What follows belongs to an exercise in optimizing a design on an open flow for small area; a production flow would make more cautious choices.
Where RTL was checked, it was by simulation tests only, not by an equivalence proof against the original.
Power figures rest on the tool's default switching activity, not on a simulated workload.

==> job 1786 <==
==> flow/design.v (excerpt) <==
module calc_lab10(
        input [15:0] sw,
        input btnC, btnD, btnU, clk,
        output [15:0] led,
        output [6:0] seg,
        output [3:0] an,
        output dp
    );
    reg [7:0] A, R;
    reg [18:0] P;       
    reg [1:0] S;        
    wire [7:0] X = sw[7:0];
    wire [3:0] op = sw[11:8];
    wire arith = ~|op[3:1];
    wire o_sub = arith & op[0];
    reg [3:0] T;    
    always @* begin
        case (op)
            4'd0: T = 4'b0110;
            4'd1: T = 4'b1001;
            4'd2: T = 4'b1000;
            4'd3: T = 4'b1110;
            4'd4: T = 4'b0110;
            default: T = 4'b1100;
        endcase
    end
    wire [8:0] c;
    assign c[0] = o_sub;
    wire [7:0] alu;
    genvar i;
    generate for (i = 0; i < 8; i = i + 1) begin : bits
        wire b = A[i] ^ o_sub;
        assign c[i+1] = arith & ((X[i] & b) | (c[i] & (X[i] | b)));
        assign alu[i] = T[{X[i], A[i]}] ^ c[i];
    end endgenerate
    wire z = ~|P[17:0];
    wire fb = P[18] ^ P[4] ^ P[1] ^ P[0] ^ z;
    wire wrap = P[18] & z;                   
    always @(posedge clk, posedge btnC) begin
        if (btnC) begin
            A <= 8'd0; R <= 8'd0; P <= 19'd0; S <= 2'd0;
        end else begin
            if (btnD) A <= X;
            if (btnU) R <= alu;
            P <= {P[17:0], fb};
            if (wrap) S <= S + 2'd1;
        end
    end
    assign led = {R, A};
    assign dp = 1'b1;
    assign an = ~(4'b0001 << S);
    wire neg = R[7];
    wire [7:0] M = (R ^ {8{neg}}) + neg;
    function [11:0] bcd8(input [7:0] v);
        integer k;
        reg [11:0] b;
        begin
            b = 12'd0;
            for (k = 7; k >= 0; k = k - 1) begin
                if (b[3:0] > 4'd4) b[3:0] = b[3:0] + 4'd3;
                if (b[7:4] > 4'd4) b[7:4] = b[7:4] + 4'd3;
                b = {b[10:0], v[k]};
            end
            bcd8 = b;
        end
    endfunction
    wire [11:0] dec = bcd8(M);
    reg [3:0] d;
    always @* begin
  ...
==> module calc_lab10, before the edit <==
module calc_lab10(
        input [15:0] sw,
        input btnC, btnD, btnU, clk,
        output [15:0] led,
        output [6:0] seg,
        output [3:0] an,
        output dp
    );
    reg [7:0] A, R;
    reg [18:0] P;       
    reg [1:0] S;        
    wire [7:0] X = sw[7:0];
    wire [3:0] op = sw[11:8];
    wire arith = ~|op[3:1];
    wire o_sub = arith & op[0];
    reg [3:0] T;    
    always @* begin
        case (op)
            4'd0: T = 4'b0110;
            4'd1: T = 4'b1001;
            4'd2: T = 4'b1000;
            4'd3: T = 4'b1110;
            4'd4: T = 4'b0110;
            default: T = 4'b1100;
        endcase
    end
    wire [8:0] c;
    assign c[0] = o_sub;
    wire [7:0] alu;
    genvar i;
    generate for (i = 0; i < 8; i = i + 1) begin : bits
        wire b = A[i] ^ o_sub;
        assign c[i+1] = arith & ((X[i] & b) | (c[i] & (X[i] | b)));
        assign alu[i] = T[{X[i], A[i]}] ^ c[i];
    end endgenerate
    wire z = ~|P[17:0];
    wire fb = P[18] ^ P[4] ^ P[1] ^ P[0] ^ z;
    wire wrap = P[18] & z;                   
    always @(posedge clk, posedge btnC) begin
        if (btnC) begin
            A <= 8'd0; R <= 8'd0; P <= 19'd0; S <= 2'd0;
        end else begin
            if (btnD) A <= X;
            if (btnU) R <= alu;
            P <= {P[17:0], fb};
            if (wrap) S <= S + 2'd1;
        end
    end
    assign led = {R, A};
    assign dp = 1'b1;
    assign an = ~(4'b0001 << S);
    wire neg = R[7];
    wire [7:0] M = (R ^ {8{neg}}) + neg;
    function [11:0] bcd8(input [7:0] v);
        integer k;
        reg [11:0] b;
        begin
            b = 12'd0;
            for (k = 7; k >= 0; k = k - 1) begin
                if (b[3:0] > 4'd4) b[3:0] = b[3:0] + 4'd3;
                if (b[7:4] > 4'd4) b[7:4] = b[7:4] + 4'd3;
                b = {b[10:0], v[k]};
            end
            bcd8 = b;
        end
    endfunction
    wire [11:0] dec = bcd8(M);
    reg [3:0] d;
    always @* begin
        case (S)
            2'd0: d = sw[15] ? M[3:0] : dec[3:0];
            2'd1: d = sw[15] ? M[7:4] : dec[7:4];
            2'd2: d = sw[15] ? 4'd0 : dec[11:8];
            default: d = 4'd0;
        endcase
    end
    reg [6:0] pat;
    always @* begin
        case (d)
            4'h0: pat = 7'b1000000;
            4'h1: pat = 7'b1111001;
            4'h2: pat = 7'b0100100;
            4'h3: pat = 7'b0110000;
            4'h4: pat = 7'b0011001;
            4'h5: pat = 7'b0010010;
            4'h6: pat = 7'b0000010;
            4'h7: pat = 7'b1111000;
            4'h8: pat = 7'b0000000;
            4'h9: pat = 7'b0010000;
            4'hA: pat = 7'b0001000;
            4'hB: pat = 7'b0000011;
            4'hC: pat = 7'b1000110;
            4'hD: pat = 7'b0100001;
            4'hE: pat = 7'b0000110;
            default: pat = 7'b0001110;
        endcase
    end
    assign seg = (neg && S == 2'd3) ? 7'b0111111 : pat;
endmodule
clock: 20.0 ns
lec_check: 0
cap_margin: 20
core_margin: 2
core_utilization: 40
slew_margin: 20
standard.sh (not shown) runs the stock make flow with config.mk's settings and CLKGATE_MAP_FILE= SYNTH_SCRIPT=/design/flow/synth_recipe.tcl, a recipe that flattens the netlist after the stock synthesis.
==> flow/flow/run.sh <==
#!/bin/bash
# Own layout flow: the standard ORFS flow (standard.sh) with
#  - synthesis through flow/my_synth.tcl, which is synth_recipe.tcl with an
#    area-oriented ABC script (flow/area.abc) and no adder extraction; the
#    script is tried with 8 deepsyn seeds and the seed giving the smallest
#    synthesized area is used for the layout,
#  - minimum-size port buffers, small clock buffers and no CTS dummy loads.
# Each make run writes its full logs under its WORK_HOME's logs/ folder
# (trial_N/ for the seed trials, orfs/ for the layout); make's own output
# goes to trial_N.log and flow_make.log.
set -euo pipefail
W=$PWD
SYN_ARGS=(SYNTH_SCRIPT=$W/flow/my_synth.tcl ABC_AREA=1 ADDER_MAP_FILE=)

best_seed=1
best_area=
for batch in "1 2 3 4" "5 6 7 8"; do
  for s in $batch; do
    sed "s/SEED/$s/" $W/flow/area.abc > $W/area_$s.abc
    MY_ABC_SCRIPT=$W/area_$s.abc bash standard.sh WORK_HOME=$W/trial_$s \
      "${SYN_ARGS[@]}" synth > $W/trial_$s.log 2>&1 &
  done
  wait
done
for s in 1 2 3 4 5 6 7 8; do
  f=$W/trial_$s/reports/sky130hd/calc_lab10/base/synth_stat.txt
  [[ -f $f ]] || continue
  a=$(grep "Chip area for module" $f | tail -1 | awk '{print $NF}')
  echo "seed $s: synth area $a" | tee -a $W/seeds.log
  if [[ -z "$best_area" ]] || awk "BEGIN{exit !($a < $best_area)}"; then
    best_area=$a; best_seed=$s
  fi
done
echo "using seed $best_seed ($best_area)" | tee -a $W/seeds.log

export MY_ABC_SCRIPT=$W/area_$best_seed.abc
bash standard.sh \
  "${SYN_ARGS[@]}" \
  "BUFFER_PORTS_ARGS=-buffer_cell sky130_fd_sc_hd__buf_1" \
  "CTS_ARGS=-sink_clustering_enable -repair_clock_nets -dont_use_dummy_load -buf_list {sky130_fd_sc_hd__clkbuf_1 sky130_fd_sc_hd__clkbuf_2 sky130_fd_sc_hd__clkbuf_4}" \
  finish > $W/flow_make.log 2>&1
grep "Chip area for module" $W/orfs/reports/sky130hd/calc_lab10/base/synth_stat.txt | tee -a $W/seeds.log
==> flow/flow/area.abc <==
strash
balance
resub -K 6
rewrite
resub -K 6 -N 2
refactor -z
resub -K 8
rewrite -z
resub -K 10 -N 2 -z
balance
&get -n
&deepsyn -T 60 -S SEED
&put
dch -f
amap
==> flow/flow/my_synth.tcl <==
# The standard flow's synthesis (synth_recipe.tcl) with an area-oriented ABC script:
# the abc call of ORFS's synth.tcl gets the script in MY_ABC_SCRIPT.
proc synth {args} { yosys synth -nofsm -noshare {*}$args }
proc abc {args} {
  set i [lsearch -exact $args -script]
  if { $i >= 0 && [info exists ::env(MY_ABC_SCRIPT)] } {
    lset args [expr {$i + 1}] $::env(MY_ABC_SCRIPT)
  }
  yosys abc {*}$args
}
source $::env(SCRIPTS_DIR)/synth.tcl
# left out here: clear keep_hierarchy, flatten, clean up, hide names made inside functions, write 1_2_yosys.v
==> inputs of job 1918, as changes to job 1786 <==
--- a/flow/design.v
+++ b/flow/design.v
@@ -13,24 +13,17 @@
     wire [3:0] op = sw[11:8];
-    wire arith = ~|op[3:1];
+    wire arith = ~|op[3:1];                  
     wire o_sub = arith & op[0];
-    reg [3:0] T;    
-    always @* begin
-        case (op)
-            4'd0: T = 4'b0110;
-            4'd1: T = 4'b1001;
-            4'd2: T = 4'b1000;
-            4'd3: T = 4'b1110;
-            4'd4: T = 4'b0110;
-            default: T = 4'b1100;
-        endcase
-    end
+    wire o_add = arith & ~op[0];
+    wire o_and = (op == 4'd2);
+    wire o_or  = (op == 4'd3);
+    wire o_xor = (op == 4'd4);
+    wire [7:0] B = ({8{o_add | o_xor}} & A) | ({8{o_sub}} & ~A) |
+                   ({8{o_and}} & X & ~A) | ({8{o_or}} & ~X & A);
     wire [8:0] c;
     assign c[0] = o_sub;
-    wire [7:0] alu;
     genvar i;
-    generate for (i = 0; i < 8; i = i + 1) begin : bits
-        wire b = A[i] ^ o_sub;
-        assign c[i+1] = arith & ((X[i] & b) | (c[i] & (X[i] | b)));
-        assign alu[i] = T[{X[i], A[i]}] ^ c[i];
+    generate for (i = 0; i < 8; i = i + 1) begin : carry
+        assign c[i+1] = arith & ((X[i] & B[i]) | (c[i] & (X[i] | B[i])));
     end endgenerate
+    wire [7:0] alu = X ^ B ^ c[7:0];
     wire z = ~|P[17:0];
@@ -52,3 +45,3 @@
     wire neg = R[7];
-    wire [7:0] M = (R ^ {8{neg}}) + neg;
+    wire [7:0] M = neg ? -R : R;
     function [11:0] bcd8(input [7:0] v);
==> flow/flow/run.sh (replaced) <==
#!/bin/bash
# Own layout flow: the standard ORFS flow (standard.sh) with
#  - synthesis through flow/my_synth.tcl, which is synth_recipe.tcl with an
#    area-oriented ABC script (flow/area.abc) and no adder extraction,
#  - minimum-size port buffers, small clock buffers and no CTS dummy loads,
#  - power recovery (downsizing of non-critical gates) after global routing.
# Each make step writes its full log under orfs/logs/; make's own output
# goes to flow_make.log.
set -euo pipefail
W=$PWD
export MY_ABC_SCRIPT=$W/flow/area.abc
bash standard.sh \
  SYNTH_SCRIPT=$W/flow/my_synth.tcl \
  ABC_AREA=1 \
  ADDER_MAP_FILE= \
  "BUFFER_PORTS_ARGS=-buffer_cell sky130_fd_sc_hd__buf_1" \
  "CTS_ARGS=-sink_clustering_enable -repair_clock_nets -dont_use_dummy_load -buf_list {sky130_fd_sc_hd__clkbuf_1 sky130_fd_sc_hd__clkbuf_2 sky130_fd_sc_hd__clkbuf_4}" \
  RECOVER_POWER=100 \
  finish > $W/flow_make.log 2>&1
==> flow/flow/area.abc (replaced) <==
strash
&get -n
&deepsyn -T 30
&put
dch -f
amap
==> inputs of job 5293, as changes to job 1786 <==
--- a/flow/design.v
+++ b/flow/design.v
@@ -52,3 +52,8 @@
     wire neg = R[7];
-    wire [7:0] M = (R ^ {8{neg}}) + neg;
+    wire [7:0] t;                            
+    assign t[0] = 1'b0;
+    generate for (i = 1; i < 8; i = i + 1) begin : nz
+        assign t[i] = t[i-1] | R[i-1];
+    end endgenerate
+    wire [7:0] M = R ^ ({8{neg}} & t);       
     function [11:0] bcd8(input [7:0] v);
--- a/flow/flow/run.sh
+++ b/flow/flow/run.sh
@@ -13,2 +13,6 @@
 SYN_ARGS=(SYNTH_SCRIPT=$W/flow/my_synth.tcl ABC_AREA=1 ADDER_MAP_FILE=)
+SEED_BATCHES=("1 2 3 4" "5 6 7 8")
+CTS="-sink_clustering_enable -repair_clock_nets -dont_use_dummy_load -buf_list {sky130_fd_sc_hd__clkbuf_1 sky130_fd_sc_hd__clkbuf_2 sky130_fd_sc_hd__clkbuf_4}"
+EXTRA=()
+[[ -f $W/flow/settings.sh ]] && source $W/flow/settings.sh
 
@@ -16,3 +20,3 @@
 best_area=
-for batch in "1 2 3 4" "5 6 7 8"; do
+for batch in "${SEED_BATCHES[@]}"; do
   for s in $batch; do
@@ -24,3 +28,3 @@
 done
-for s in 1 2 3 4 5 6 7 8; do
+for s in ${SEED_BATCHES[@]}; do
   f=$W/trial_$s/reports/sky130hd/calc_lab10/base/synth_stat.txt
@@ -39,3 +43,4 @@
   "BUFFER_PORTS_ARGS=-buffer_cell sky130_fd_sc_hd__buf_1" \
-  "CTS_ARGS=-sink_clustering_enable -repair_clock_nets -dont_use_dummy_load -buf_list {sky130_fd_sc_hd__clkbuf_1 sky130_fd_sc_hd__clkbuf_2 sky130_fd_sc_hd__clkbuf_4}" \
+  "CTS_ARGS=$CTS" \
+  "${EXTRA[@]}" \
   finish > $W/flow_make.log 2>&1
==> flow/flow/settings.sh (new file) <==
SEED_BATCHES=("1")
CTS="-sink_clustering_enable -repair_clock_nets -dont_use_dummy_load -buf_list {sky130_fd_sc_hd__clkbuf_4 sky130_fd_sc_hd__clkbuf_8}"
EXTRA=(CORE_UTILIZATION=65)
==> summary of the runs <==
Job 1786 completed without violations. Job 5293 completed with no timing, DRC or antenna violations. Job 1918 produced a layout that fails on max-capacitance violations, max-slew violations.
In count of clock-buffer cells in the layout, job 1786 and job 1918 do not differ.
Register-to-register slack is about the same in job 1918 and job 1786.
Against job 1786, the cell area of job 1918 is larger by 1.5%.
Area after synthesis, highest first: job 1918, job 1786, job 5293.
The RTL of job 1786 was laid out without a check of its function.

========
==> inputs of v38 <==
==> flow/design.v <==
module calc_lab10(
        input [15:0] sw,
        input btnC, btnD, btnU, clk,
        output [15:0] led,
        output [6:0] seg,
        output [3:0] an,
        output dp
    );
    reg [7:0] A, R;
    reg [18:0] P;       
    reg [1:0] S;        
    wire [7:0] X = sw[7:0];
    wire [3:0] op = sw[11:8];
    wire arith = ~|op[3:1];
    wire o_sub = arith & op[0];
    reg [3:0] T;    
    always @* begin
        case (op)
            4'd0: T = 4'b0110;
            4'd1: T = 4'b1001;
            4'd2: T = 4'b1000;
            4'd3: T = 4'b1110;
            4'd4: T = 4'b0110;
            default: T = 4'b1100;
        endcase
    end
    wire [8:0] c;
    assign c[0] = o_sub;
    wire [7:0] alu;
    genvar i;
    generate for (i = 0; i < 8; i = i + 1) begin : bits
        wire b = A[i] ^ o_sub;
        assign c[i+1] = arith & ((X[i] & b) | (c[i] & (X[i] | b)));
        assign alu[i] = T[{X[i], A[i]}] ^ c[i];
    end endgenerate
    wire z = ~|P[17:0];
    wire fb = P[18] ^ P[4] ^ P[1] ^ P[0] ^ z;
    wire wrap = P[18] & z;                   
    always @(posedge clk, posedge btnC) begin
        if (btnC) begin
            A <= 8'd0; R <= 8'd0; P <= 19'd0; S <= 2'd0;
        end else begin
            if (btnD) A <= X;
            if (btnU) R <= alu;
            P <= {P[17:0], fb};
            if (wrap) S <= S + 2'd1;
        end
    end
    assign led = {R, A};
    assign dp = 1'b1;
    assign an = ~(4'b0001 << S);
    wire neg = R[7];
    wire [7:0] t;                            
    assign t[0] = 1'b0;
    generate for (i = 1; i < 8; i = i + 1) begin : nz
        assign t[i] = t[i-1] | R[i-1];
    end endgenerate
    wire [7:0] M = R ^ ({8{neg}} & t);       
    function [11:0] bcd8(input [7:0] v);
        integer k;
        reg [11:0] b;
        begin
            b = 12'd0;
            for (k = 7; k >= 0; k = k - 1) begin
                if (b[3:0] > 4'd4) b[3:0] = b[3:0] + 4'd3;
                if (b[7:4] > 4'd4) b[7:4] = b[7:4] + 4'd3;
                b = {b[10:0], v[k]};
            end
            bcd8 = b;
        end
    endfunction
    wire [11:0] dec = bcd8(M);
    reg [3:0] d;
    always @* begin
        case (S)
            2'd0: d = sw[15] ? M[3:0] : dec[3:0];
            2'd1: d = sw[15] ? M[7:4] : dec[7:4];
            2'd2: d = sw[15] ? 4'd0 : dec[11:8];
            default: d = 4'd0;
        endcase
    end
    reg [6:0] pat;
    always @* begin
        case (d)
            4'h0: pat = 7'b1000000;
            4'h1: pat = 7'b1111001;
            4'h2: pat = 7'b0100100;
            4'h3: pat = 7'b0110000;
            4'h4: pat = 7'b0011001;
            4'h5: pat = 7'b0010010;
            4'h6: pat = 7'b0000010;
            4'h7: pat = 7'b1111000;
            4'h8: pat = 7'b0000000;
            4'h9: pat = 7'b0010000;
            4'hA: pat = 7'b0001000;
            4'hB: pat = 7'b0000011;
            4'hC: pat = 7'b1000110;
            4'hD: pat = 7'b0100001;
            4'hE: pat = 7'b0000110;
            default: pat = 7'b0001110;
        endcase
    end
    assign seg = (neg && S == 2'd3) ? 7'b0111111 : pat;
endmodule
==> flow/flow/run.sh <==
#!/bin/bash
# Own layout flow: the standard ORFS flow (standard.sh) with
#  - synthesis through flow/my_synth.tcl, which is synth_recipe.tcl with an
#    area-oriented ABC script (flow/area.abc), no adder extraction and no
#    _0 cell variants,
#  - minimum-size port buffers, small clock buffers and no CTS dummy loads,
#  - 65% core utilization.
# The ABC script's deepsyn step is tried with 12 seeds, each taken through
# placement (trial_N/); the seed whose placed design has the smallest cell
# area is then laid out in full (orfs/).
# Each make run writes its full logs under its WORK_HOME's logs/ folder;
# make's own output goes to trial_N.log and flow_make.log.
set -euo pipefail
W=$PWD
SEED_BATCHES=("1 2 3 4" "5 6 7 8" "9 10 11 12")
ARGS=(SYNTH_SCRIPT=$W/flow/my_synth.tcl ABC_AREA=1 ADDER_MAP_FILE=
  "BUFFER_PORTS_ARGS=-buffer_cell sky130_fd_sc_hd__buf_1"
  "CTS_ARGS=-sink_clustering_enable -repair_clock_nets -dont_use_dummy_load -buf_list {sky130_fd_sc_hd__clkbuf_1 sky130_fd_sc_hd__clkbuf_2 sky130_fd_sc_hd__clkbuf_4}"
  CORE_UTILIZATION=65)

best_seed=
best_area=
for batch in "${SEED_BATCHES[@]}"; do
  for s in $batch; do
    sed "s/SEED/$s/" $W/flow/area.abc > $W/area_$s.abc
    MY_ABC_SCRIPT=$W/area_$s.abc bash standard.sh WORK_HOME=$W/trial_$s \
      "${ARGS[@]}" place > $W/trial_$s.log 2>&1 &
  done
  wait || true
done
for s in ${SEED_BATCHES[@]}; do
  odb=$W/trial_$s/results/sky130hd/calc_lab10/base/3_place.odb
  [[ -f $odb ]] || { echo "seed $s: no placement" | tee -a $W/seeds.log; continue; }
  a=$(ODB=$odb openroad -no_init -exit $W/flow/cellarea.tcl 2> /dev/null | awk '/^CELLAREA/{print $2}')
  [[ -n "$a" ]] || continue
  echo "seed $s: placed cell area $a" | tee -a $W/seeds.log
  if [[ -z "$best_area" ]] || awk "BEGIN{exit !($a < $best_area)}"; then
    best_area=$a; best_seed=$s
  fi
done
best_seed=${best_seed:-1}
echo "using seed $best_seed ($best_area)" | tee -a $W/seeds.log

export MY_ABC_SCRIPT=$W/area_$best_seed.abc
bash standard.sh "${ARGS[@]}" finish > $W/flow_make.log 2>&1
ODB=$W/orfs/results/sky130hd/calc_lab10/base/6_final.odb openroad -no_init -exit $W/flow/cellarea.tcl 2> /dev/null | tee -a $W/seeds.log
==> flow/flow/area.abc <==
strash
balance
resub -K 6
rewrite
resub -K 6 -N 2
refactor -z
resub -K 8
rewrite -z
resub -K 10 -N 2 -z
balance
&get -n
&deepsyn -T 60 -S SEED
&put
dch -f
amap
==> flow/flow/cellarea.tcl <==
# prints the standard-cell area (um2) of an odb, leaving out tap cells
read_db $::env(ODB)
set a 0
foreach inst [[ord::get_db_block] getInsts] {
  set m [$inst getMaster]
  if { [string match *tapvpwrvgnd* [$m getName]] } { continue }
  set a [expr {$a + [$m getWidth] * [$m getHeight]}]
}
set dbu [[ord::get_db_tech] getDbUnitsPerMicron]
puts "CELLAREA [expr {$a / double($dbu * $dbu)}]"
==> flow/flow/my_synth.tcl <==
proc synth {args} { yosys synth -nofsm -noshare {*}$args }
proc abc {args} {
  set i [lsearch -exact $args -script]
  if { $i >= 0 && [info exists ::env(MY_ABC_SCRIPT)] } {
    lset args [expr {$i + 1}] $::env(MY_ABC_SCRIPT)
  }
  foreach c {o21ai_0 a2111oi_0 a21boi_0 or2_0 and2_0 o311ai_0 einvn_0} {
    lappend args -dont_use sky130_fd_sc_hd__$c
  }
  yosys abc {*}$args
}
source $::env(SCRIPTS_DIR)/synth.tcl
# left out here: clear keep_hierarchy, flatten, clean up, hide names made inside functions, write 1_2_yosys.v
==> flow/standard.sh <==
#!/bin/bash
# synth_recipe.tcl (not shown) runs the flow's synth.tcl, then flattens the netlist and writes it again
# the make line also repeats each setting of config.mk as NAME=value (left out here)
make -C /OpenROAD-flow-scripts/flow DESIGN_CONFIG=/design/flow/config.mk WORK_HOME=/design/flow/orfs CLKGATE_MAP_FILE= SYNTH_SCRIPT=/design/flow/synth_recipe.tcl "${@:-finish}"
==> flow/config.mk <==
export PLATFORM = sky130hd
export DESIGN_NAME = calc_lab10
export DESIGN_NICKNAME = calc_lab10
export VERILOG_FILES = /design/flow/design.v
export SDC_FILE = /design/flow/constraint.sdc
export NUM_CORES = 4
export LEC_CHECK = 0
export CAP_MARGIN = 20
export CORE_MARGIN = 2
export CORE_UTILIZATION = 40
export SLEW_MARGIN = 20
==> flow/constraint.sdc <==
create_clock -name core_clock -period 20.0 [get_ports {clk}]
set_input_delay 4.0000 -clock core_clock [delete_from_list [all_inputs] [get_ports {clk}]]
set_output_delay 4.0000 -clock core_clock [all_outputs]
set_load 0.01 [all_outputs]
==> v9: changes against v38 <==
==> flow/flow/run.sh (replaced) <==
#!/bin/bash
# Own layout flow: the standard ORFS flow (standard.sh) with
#  - synthesis through flow/my_synth.tcl, which is synth_recipe.tcl with an
#    area-oriented ABC script (flow/area.abc) and no adder extraction; the
#    script is tried with 8 deepsyn seeds and the seed giving the smallest
#    synthesized area is used for the layout,
#  - minimum-size port buffers, small clock buffers and no CTS dummy loads.
# Each make run writes its full logs under its WORK_HOME's logs/ folder
# (trial_N/ for the seed trials, orfs/ for the layout); make's own output
# goes to trial_N.log and flow_make.log.
set -euo pipefail
W=$PWD
SYN_ARGS=(SYNTH_SCRIPT=$W/flow/my_synth.tcl ABC_AREA=1 ADDER_MAP_FILE=)
SEED_BATCHES=("1 2 3 4" "5 6 7 8")
CTS="-sink_clustering_enable -repair_clock_nets -dont_use_dummy_load -buf_list {sky130_fd_sc_hd__clkbuf_1 sky130_fd_sc_hd__clkbuf_2 sky130_fd_sc_hd__clkbuf_4}"
[[ -f $W/flow/settings.sh ]] && source $W/flow/settings.sh

best_seed=1
best_area=
for batch in "${SEED_BATCHES[@]}"; do
  for s in $batch; do
    sed "s/SEED/$s/" $W/flow/area.abc > $W/area_$s.abc
    MY_ABC_SCRIPT=$W/area_$s.abc bash standard.sh WORK_HOME=$W/trial_$s \
      "${SYN_ARGS[@]}" synth > $W/trial_$s.log 2>&1 &
  done
  wait
done
for s in ${SEED_BATCHES[@]}; do
  f=$W/trial_$s/reports/sky130hd/calc_lab10/base/synth_stat.txt
  [[ -f $f ]] || continue
  a=$(grep "Chip area for module" $f | tail -1 | awk '{print $NF}')
  echo "seed $s: synth area $a" | tee -a $W/seeds.log
  if [[ -z "$best_area" ]] || awk "BEGIN{exit !($a < $best_area)}"; then
    best_area=$a; best_seed=$s
  fi
done
echo "using seed $best_seed ($best_area)" | tee -a $W/seeds.log

export MY_ABC_SCRIPT=$W/area_$best_seed.abc
bash standard.sh \
  "${SYN_ARGS[@]}" \
  "BUFFER_PORTS_ARGS=-buffer_cell sky130_fd_sc_hd__buf_1" \
  "CTS_ARGS=$CTS" \
  finish > $W/flow_make.log 2>&1
grep "Chip area for module" $W/orfs/reports/sky130hd/calc_lab10/base/synth_stat.txt | tee -a $W/seeds.log
--- a/flow/flow/my_synth.tcl
+++ b/flow/flow/my_synth.tcl
@@ -1 +1,3 @@
+# The standard flow's synthesis (synth_recipe.tcl) with an area-oriented ABC script:
+# the abc call of ORFS's synth.tcl gets the script in MY_ABC_SCRIPT.
 proc synth {args} { yosys synth -nofsm -noshare {*}$args }
@@ -6,5 +8,2 @@
   }
-  foreach c {o21ai_0 a2111oi_0 a21boi_0 or2_0 and2_0 o311ai_0 einvn_0} {
-    lappend args -dont_use sky130_fd_sc_hd__$c
-  }
   yosys abc {*}$args
==> flow/flow/settings.sh (new file) <==
SEED_BATCHES=("1")
CTS="-sink_clustering_enable -repair_clock_nets -dont_use_dummy_load -buf_list {sky130_fd_sc_hd__clkbuf_8} -sink_clustering_size 40 -sink_clustering_max_diameter 300"
removed: flow/flow/cellarea.tcl
==> summary of the runs <==
Of v9 and v38, v38 has the higher clock skew (gap 15 ps). Of v38 and v9, v9 has the higher cell area (gap 3.3%, measured against v9). Of v9 and v38, v9 has the higher cell count (gap about 7.5%, measured against v38). Of v9 and v38, v38 has the higher combinational power (gap about 10%, measured against v38). In v38 the fmax is higher than in v9, by about 4%. In non-clock buffer count, v38 and v9 do not differ. Against v9, the via count of v38 is larger by 3.6%.
==> figures <==
metric	v9	v38
Endpoint of the most critical setup path	seg[5]	seg[0]
Global-route wire length before repair	8.71 mm	8.35 mm
Met3 WL	238 µm	343 µm
Run status	finished clean	finished clean
PnR worst setup slack	9540 ps	9930 ps
Smallest hold slack	357 ps	345 ps
Share of total power in the clock network	0.201	0.149
Ratio of layout area to synthesized area	1.144x	1.115x
Cell count after placement	397	369
Multi-input combinational cell count	209	197
Clock network area share	0.0279	0.0157
Met3 Usage GRT	0.0442	0.0735
Pwr per Cell Area	91.7 mW/mm²	95.7 mW/mm²
M1 WL	2.44 mm	2.18 mm
Buffering overhead	0.0684	0.0707

-- port drivers added, routing unchanged --
In the flow no input, the clock included, has a driving cell. The finished layouts below were timed again as built, in two steps.
Step 1 assumes that a clkbuf_16 drives the clock port and a buf_2 every other input.
Step 2 moves the port delays by t, midway between the first and last clock arrival at a register: inputs arrive t later, outputs are due t later. That takes back most of the time a late clock gives input paths.
Three values: no drivers, after step 1, after step 2; two values: the first two.
| run | shift t [ns] | setup slack, ns | slew at the worst register clock pin (ns) |
|---|---|---|---|
| job 1786 | 0.352 | 9.519 / 9.495 / 9.495 | 0.12 / 0.12 |
| job 1918 | 0.356 | 10.043 / 10.021 / 10.021 | 0.12 / 0.12 |
| job 5293 | 0.363 | 9.212 / 9.187 / 9.551 | 0.12 / 0.12 |
| v38 | 0.356 | 9.930 / 9.903 / 9.963 | 0.11 / 0.11 |
| v9 | 0.304 | 9.535 / 9.510 / 9.814 | 0.08 / 0.08 |
The setup slack of job 1786, which loses most, moves by -0.024 ns with the drivers and by -0.024 ns with both steps.
